What follows belongs to an exercise in optimizing a design on an open flow for small area; a production flow would make more cautious choices.
Only simulation tests tie the RTL to the original design; equivalence was not proved.

==> inputs of run a <==
==> flow/design.v (excerpt) <==
module adc_frontend (
    input  wire         clk,
    input  wire         rst,
    input  wire [255:0] adc_tdata,
    input  wire         adc_tvalid,
    input  wire         state_changed,
    input  wire [15:0]  optical_loss,
    input  wire [15:0]  monitor_cycle_length,
    input  wire [15:0]  preamble_cycle_length,
    output wire [255:0] pattern_match_agg,
    output wire [15:0]  matched_pattern,
    output wire [255:0] detected_tdata,
    output wire         detected_tvalid
);
Settings: LEC_CHECK=0, CAP_MARGIN=20, CORE_MARGIN=2, CORE_UTILIZATION=40, CTS_BUF_LIST=sky130_fd_sc_hd__clkbuf_8, CTS_CLUSTER_DIAMETER=50, CTS_CLUSTER_SIZE=16, SLEW_MARGIN=20, SYNTH_HIERARCHICAL=1, SYNTH_MINIMUM_KEEP_SIZE=0, BUFFER_PORTS_ARGS=-buffer_cell sky130_fd_sc_hd__buf_1; clock period 6.0 ns.
standard.sh (not shown) runs the stock make flow with config.mk's settings and CLKGATE_MAP_FILE= SYNTH_SCRIPT=/design/flow/synth_recipe.tcl, a recipe that flattens the netlist after the stock synthesis.
==> flow/flow/run.sh <==
#!/bin/bash
# Layout flow: the standard flow (standard.sh, unchanged synthesis), with
# the ports buffered by the smallest buffer (buf_1) instead of the delay buffer
# that buffer_ports picks by default. Every port still gets its buffer.
set -euo pipefail
cd "$(dirname "$0")/.."
echo 'export BUFFER_PORTS_ARGS = -buffer_cell sky130_fd_sc_hd__buf_1' >> config.mk
bash standard.sh > flow_make.log 2>&1
==> run b: changes against run a <==
--- a/flow/design.v
+++ b/flow/design.v
@@ -509,20 +509,20 @@
     input  wire [7:0]  amp,
     input  wire [15:0] m,
     input  wire [15:0] m3,
     output wire [15:0] p
 );
     wire s1_0 = amp[0] & ~amp[1];
     wire s2_0 = ~amp[0] & amp[1];
     wire s3_0 = amp[0] & amp[1];
-    wire ppn0_0;
-    mul_pp0 u_ppn0_0 (.s1(s1_0), .s3(s3_0), .x1(m[0]), .x3(m3[0]), .y_n(ppn0_0));
-    wire ppn0_1;
-    mul_pp u_ppn0_1 (.s1(s1_0), .s2(s2_0), .s3(s3_0), .x1(m[1]), .x2(m[0]), .x3(m3[1]), .y_n(ppn0_1));
+    wire ppt0_0;
+    mul_ppt0 u_ppt0_0 (.s1(s1_0), .s3(s3_0), .x1(m[0]), .x3(m3[0]), .y(ppt0_0));
+    wire ppt0_1;
+    mul_ppt u_ppt0_1 (.s1(s1_0), .s2(s2_0), .s3(s3_0), .x1(m[1]), .x2(m[0]), .x3(m3[1]), .y(ppt0_1));
     wire ppn0_2;
     mul_pp u_ppn0_2 (.s1(s1_0), .s2(s2_0), .s3(s3_0), .x1(m[2]), .x2(m[1]), .x3(m3[2]), .y_n(ppn0_2));
     wire ppn0_3;
     mul_pp u_ppn0_3 (.s1(s1_0), .s2(s2_0), .s3(s3_0), .x1(m[3]), .x2(m[2]), .x3(m3[3]), .y_n(ppn0_3));
     wire ppn0_4;
     mul_pp u_ppn0_4 (.s1(s1_0), .s2(s2_0), .s3(s3_0), .x1(m[4]), .x2(m[3]), .x3(m3[4]), .y_n(ppn0_4));
     wire ppn0_5;
     mul_pp u_ppn0_5 (.s1(s1_0), .s2(s2_0), .s3(s3_0), .x1(m[5]), .x2(m[4]), .x3(m3[5]), .y_n(ppn0_5));
@@ -678,18 +678,18 @@
     wire s49, c50;
     adder_fa u_s49 (.a(ppn0_14), .b(ppn1_14), .c(ppn2_14), .s(s49), .co(c50));
     wire s51, c52;
     adder_fa u_s51 (.a(ppn3_14), .b(c46), .c(s49), .s(s51), .co(c52));
     wire s53, c54;
     adder_fa u_s53 (.a(ppn0_15), .b(ppn1_15), .c(ppn2_15), .s(s53), .co(c54));
     wire s55, c56;
     adder_fa u_s55 (.a(ppn3_15), .b(c50), .c(s53), .s(s55), .co(c56));
-    assign p[0] = ~ppn0_0;
-    assign p[1] = ~ppn0_1;
+    assign p[0] = ppt0_0;
+    assign p[1] = ppt0_1;
     assign p[2] = ~s1;
     assign p[3] = ~s3;
     assign p[4] = ~s7;
     assign p[5] = ~s11;
     assign p[6] = ~s17;
     assign p[7] = ~s23;
     wire [7:0] hi_n;
     mul_cpa u_cpa (.a({c52, c48, c44, c40, c36, c32, c28, c22}), .b({s55, s51, s47, s43, s39, s35, s31, s27}), .ci(c24), .s(hi_n));
@@ -702,16 +702,28 @@
     assign y_n = ~((s1 & x1) | (s2 & x2) | (s3 & x3));
 endmodule
 module mul_pp0 (
     input  wire s1, s3, x1, x3,
     output wire y_n
 );
     assign y_n = ~((s1 & x1) | (s3 & x3));
 endmodule
+module mul_ppt (
+    input  wire s1, s2, s3, x1, x2, x3,
+    output wire y
+);
+    assign y = (s1 & x1) | (s2 & x2) | (s3 & x3);
+endmodule
+module mul_ppt0 (
+    input  wire s1, s3, x1, x3,
+    output wire y
+);
+    assign y = (s1 & x1) | (s3 & x3);
+endmodule
 module mul_cpa (
     input  wire [7:0] a,
     input  wire [7:0] b,
     input  wire        ci,
     output wire [7:0] s
 );
     assign s = a + b + {7'd0, ci};
 endmodule
@@ -855,22 +867,21 @@
     endgenerate
     wire [15:0] pat_hit;
     generate
         for (g = 0; g < 16; g = g + 1) begin : pat
             wire [31:0] rot = {16'h00FF, 16'h00FF} << g;
             assign pat_hit[g] = (compare_with_average == rot[31:16]);
         end
     endgenerate
-    reg [3:0] hit_idx;
-    always @(*) begin
-        hit_idx = 4'd0;
-        for (i = 15; i >= 0; i = i - 1)
-            if (pat_hit[i]) hit_idx = i[3:0];
-    end
+    wire [3:0] hit_idx;
+    assign hit_idx[0] = |(pat_hit & 16'hAAAA);
+    assign hit_idx[1] = |(pat_hit & 16'hCCCC);
+    assign hit_idx[2] = |(pat_hit & 16'hF0F0);
+    assign hit_idx[3] = |(pat_hit & 16'hFF00);
     wire [255:0] cnt;
     generate
         for (g = 0; g < 16; g = g + 1) begin : counters
             cnt_inc u_inc (
                 .a(agg[g*16 +: 16]),
                 .b(inc_pend && (inc_idx == g)),
                 .y(cnt[g*16 +: 16])
             );
@@ -930,17 +941,20 @@
             out_valid <= (|qual) && post_tail_valid;
             out_any   <= |qual;
             out_rot   <= sel_idx;
         end
         post_tail[15:0] <= d3[15:0];
         prev_tail <= post_tail;
     end
     wire [511:0] both = {post_tail, prev_tail};
-    assign detected_tdata  = both >> (out_rot * 16);
+    wire [383:0] rot8 = out_rot[3] ? both[511:128] : both[383:0];
+    wire [319:0] rot4 = out_rot[2] ? rot8[383:64] : rot8[319:0];
+    wire [287:0] rot2 = out_rot[1] ? rot4[319:32] : rot4[287:0];
+    assign detected_tdata = out_rot[0] ? rot2[271:16] : rot2[255:0];
     assign detected_tvalid = out_valid;
     wire [31:0] mp = {16'h00FF, 16'h00FF} << out_rot;
     assign matched_pattern = out_any ? mp[31:16] : 16'd0;
 endmodule
 module cnt_inc (
     input  wire [15:0] a,
     input  wire        b,
     output wire [15:0] y
Settings changed: CELL_PAD_IN_SITES_DETAIL_PLACEMENT set to 1, CELL_PAD_IN_SITES_GLOBAL_PLACEMENT set to 1, CORE_UTILIZATION 40 to 55, CTS_CLUSTER_DIAMETER 50 to 55, CTS_CLUSTER_SIZE 16 to 18, PLACE_DENSITY set to 0.7.
==> run c: changes against run a <==
--- a/flow/design.v
+++ b/flow/design.v
@@ -509,20 +509,20 @@
     input  wire [7:0]  amp,
     input  wire [15:0] m,
     input  wire [15:0] m3,
     output wire [15:0] p
 );
     wire s1_0 = amp[0] & ~amp[1];
     wire s2_0 = ~amp[0] & amp[1];
     wire s3_0 = amp[0] & amp[1];
-    wire ppn0_0;
-    mul_pp0 u_ppn0_0 (.s1(s1_0), .s3(s3_0), .x1(m[0]), .x3(m3[0]), .y_n(ppn0_0));
-    wire ppn0_1;
-    mul_pp u_ppn0_1 (.s1(s1_0), .s2(s2_0), .s3(s3_0), .x1(m[1]), .x2(m[0]), .x3(m3[1]), .y_n(ppn0_1));
+    wire ppt0_0;
+    mul_ppt0 u_ppt0_0 (.s1(s1_0), .s3(s3_0), .x1(m[0]), .x3(m3[0]), .y(ppt0_0));
+    wire ppt0_1;
+    mul_ppt u_ppt0_1 (.s1(s1_0), .s2(s2_0), .s3(s3_0), .x1(m[1]), .x2(m[0]), .x3(m3[1]), .y(ppt0_1));
     wire ppn0_2;
     mul_pp u_ppn0_2 (.s1(s1_0), .s2(s2_0), .s3(s3_0), .x1(m[2]), .x2(m[1]), .x3(m3[2]), .y_n(ppn0_2));
     wire ppn0_3;
     mul_pp u_ppn0_3 (.s1(s1_0), .s2(s2_0), .s3(s3_0), .x1(m[3]), .x2(m[2]), .x3(m3[3]), .y_n(ppn0_3));
     wire ppn0_4;
     mul_pp u_ppn0_4 (.s1(s1_0), .s2(s2_0), .s3(s3_0), .x1(m[4]), .x2(m[3]), .x3(m3[4]), .y_n(ppn0_4));
     wire ppn0_5;
     mul_pp u_ppn0_5 (.s1(s1_0), .s2(s2_0), .s3(s3_0), .x1(m[5]), .x2(m[4]), .x3(m3[5]), .y_n(ppn0_5));
@@ -678,18 +678,18 @@
     wire s49, c50;
     adder_fa u_s49 (.a(ppn0_14), .b(ppn1_14), .c(ppn2_14), .s(s49), .co(c50));
     wire s51, c52;
     adder_fa u_s51 (.a(ppn3_14), .b(c46), .c(s49), .s(s51), .co(c52));
     wire s53, c54;
     adder_fa u_s53 (.a(ppn0_15), .b(ppn1_15), .c(ppn2_15), .s(s53), .co(c54));
     wire s55, c56;
     adder_fa u_s55 (.a(ppn3_15), .b(c50), .c(s53), .s(s55), .co(c56));
-    assign p[0] = ~ppn0_0;
-    assign p[1] = ~ppn0_1;
+    assign p[0] = ppt0_0;
+    assign p[1] = ppt0_1;
     assign p[2] = ~s1;
     assign p[3] = ~s3;
     assign p[4] = ~s7;
     assign p[5] = ~s11;
     assign p[6] = ~s17;
     assign p[7] = ~s23;
     wire [7:0] hi_n;
     mul_cpa u_cpa (.a({c52, c48, c44, c40, c36, c32, c28, c22}), .b({s55, s51, s47, s43, s39, s35, s31, s27}), .ci(c24), .s(hi_n));
@@ -702,16 +702,28 @@
     assign y_n = ~((s1 & x1) | (s2 & x2) | (s3 & x3));
 endmodule
 module mul_pp0 (
     input  wire s1, s3, x1, x3,
     output wire y_n
 );
     assign y_n = ~((s1 & x1) | (s3 & x3));
 endmodule
+module mul_ppt (
+    input  wire s1, s2, s3, x1, x2, x3,
+    output wire y
+);
+    assign y = (s1 & x1) | (s2 & x2) | (s3 & x3);
+endmodule
+module mul_ppt0 (
+    input  wire s1, s3, x1, x3,
+    output wire y
+);
+    assign y = (s1 & x1) | (s3 & x3);
+endmodule
 module mul_cpa (
     input  wire [7:0] a,
     input  wire [7:0] b,
     input  wire        ci,
     output wire [7:0] s
 );
     assign s = a + b + {7'd0, ci};
 endmodule
@@ -855,22 +867,21 @@
     endgenerate
     wire [15:0] pat_hit;
     generate
         for (g = 0; g < 16; g = g + 1) begin : pat
             wire [31:0] rot = {16'h00FF, 16'h00FF} << g;
             assign pat_hit[g] = (compare_with_average == rot[31:16]);
         end
     endgenerate
-    reg [3:0] hit_idx;
-    always @(*) begin
-        hit_idx = 4'd0;
-        for (i = 15; i >= 0; i = i - 1)
-            if (pat_hit[i]) hit_idx = i[3:0];
-    end
+    wire [3:0] hit_idx;
+    assign hit_idx[0] = |(pat_hit & 16'hAAAA);
+    assign hit_idx[1] = |(pat_hit & 16'hCCCC);
+    assign hit_idx[2] = |(pat_hit & 16'hF0F0);
+    assign hit_idx[3] = |(pat_hit & 16'hFF00);
     wire [255:0] cnt;
     generate
         for (g = 0; g < 16; g = g + 1) begin : counters
             cnt_inc u_inc (
                 .a(agg[g*16 +: 16]),
                 .b(inc_pend && (inc_idx == g)),
                 .y(cnt[g*16 +: 16])
             );
@@ -930,17 +941,20 @@
             out_valid <= (|qual) && post_tail_valid;
             out_any   <= |qual;
             out_rot   <= sel_idx;
         end
         post_tail[15:0] <= d3[15:0];
         prev_tail <= post_tail;
     end
     wire [511:0] both = {post_tail, prev_tail};
-    assign detected_tdata  = both >> (out_rot * 16);
+    wire [383:0] rot8 = out_rot[3] ? both[511:128] : both[383:0];
+    wire [319:0] rot4 = out_rot[2] ? rot8[383:64] : rot8[319:0];
+    wire [287:0] rot2 = out_rot[1] ? rot4[319:32] : rot4[287:0];
+    assign detected_tdata = out_rot[0] ? rot2[271:16] : rot2[255:0];
     assign detected_tvalid = out_valid;
     wire [31:0] mp = {16'h00FF, 16'h00FF} << out_rot;
     assign matched_pattern = out_any ? mp[31:16] : 16'd0;
 endmodule
 module cnt_inc (
     input  wire [15:0] a,
     input  wire        b,
     output wire [15:0] y
==> flow/flow/run.sh (replaced) <==
#!/bin/bash
# Layout flow: the standard flow (standard.sh, unchanged synthesis), with
# the ports buffered by the smallest buffer (buf_1) instead of the delay buffer
# that buffer_ports picks by default. Every port still gets its buffer.
set -euo pipefail
cd "$(dirname "$0")/.."
printf '\n'>> config.mk; echo 'export BUFFER_PORTS_ARGS = -buffer_cell sky130_fd_sc_hd__buf_1' >> config.mk
bash standard.sh > flow_make.log 2>&1
Settings changed: CELL_PAD_IN_SITES_DETAIL_PLACEMENT set to 1, CELL_PAD_IN_SITES_GLOBAL_PLACEMENT set to 1, CORE_UTILIZATION 40 to 65, CTS_CLUSTER_DIAMETER 50 to 55, CTS_CLUSTER_SIZE 16 to 18, PLACE_DENSITY set to 0.8.
==> comparison table <==
Type of destination of the critical path: run c -; run a output port; run b register
FF/Latch Area: run c -; run a 44,500 um2; run b 44,500 um2
Leading cell type in the layout, fill and taps excluded: run c -; run a sky130_fd_sc_hd__dfxtp_1; run b sky130_fd_sc_hd__dfxtp_1
CTS tree: run c -; run a yes; run b yes
Cell Area, Placed: run c 112,000 um2; run a 118,000 um2; run b 113,000 um2
Worst stage delay on the critical path: run c -; run a 850 ps; run b 520 ps
Total number of multi-input combinational cells: run c -; run a 6,282; run b 5,459
Place WS: run c -390 ps; run a -701 ps; run b -489 ps
Cell area after synthesis: run c 105,000 um2; run a 109,000 um2; run b 105,000 um2
Tightest Pin Transition: run c -; run a 1150 ps; run b 1150 ps
Final hold vios: run c -; run a 0; run b 0
Fraction of area in registers: run c -; run a 35.8%; run b 38.2%
Routed wire length per instance: run c -; run a 29.2 um; run b 32.1 um
Final net count: run c -; run a 11,300; run b 10,300
TritonCTS buffer count: run c 167; run a 246; run b 174
Area growth from synthesis to layout: run c -; run a 13.6%; run b 10.9%
Status: run c stopped before the end; run a timing/DRC/antenna clean; run b timing/DRC/antenna clean
Last stage reached: run c global routing; run a -; run b -
Vias per std cell: run c -; run a 6.07; run b 6.70
Layout clock buffer count: run c -; run a 256; run b 184
Data arrival time of the critical path: run c -; run a 4510 ps; run b 6570 ps
Number of logic stages on the critical path including buffering: run c -; run a 7; run b 18
Num sequential: run c -; run a 1,991; run b 1,991
Resized cells post-CTS: run c 2; run a 0; run b 0
Number of cells traversed by the worst hold path: run c -; run a 0; run b 0

## port drivers added, routing unchanged
No port has a modelled driver above. Below, the same layouts with a new extraction and two added sets of constraints. Step 1, drivers: a clkbuf_16 drives clk and a buf_2 each remaining input, both assumed. Step 2 adds t to the input delays and takes it off the output delays; t is the mean of the earliest and latest rising clock arrival at the registers after step 1. Input paths then give back, and output paths get back, about the clock's delay inside the block. Three values: no drivers, after step 1, after step 2; two values: the first two.
run | shift t [ns] | slack for setup (ns) | slew at the worst register clock pin (ns) | worst slew at a driven data input, ns
run a | 1.115 | 0.289 / 0.189 / -0.564 | 0.11 / 0.11 | 0.10
run b | 1.076 | 0.275 / 0.275 / -0.602 | 0.11 / 0.11 | 0.06
With both steps, setup timing fails in run a and run b, where it was met with ideal ports. For run b, which loses most, drivers alone change the setup slack by 0.000 ns; drivers and shift together by -0.877 ns.
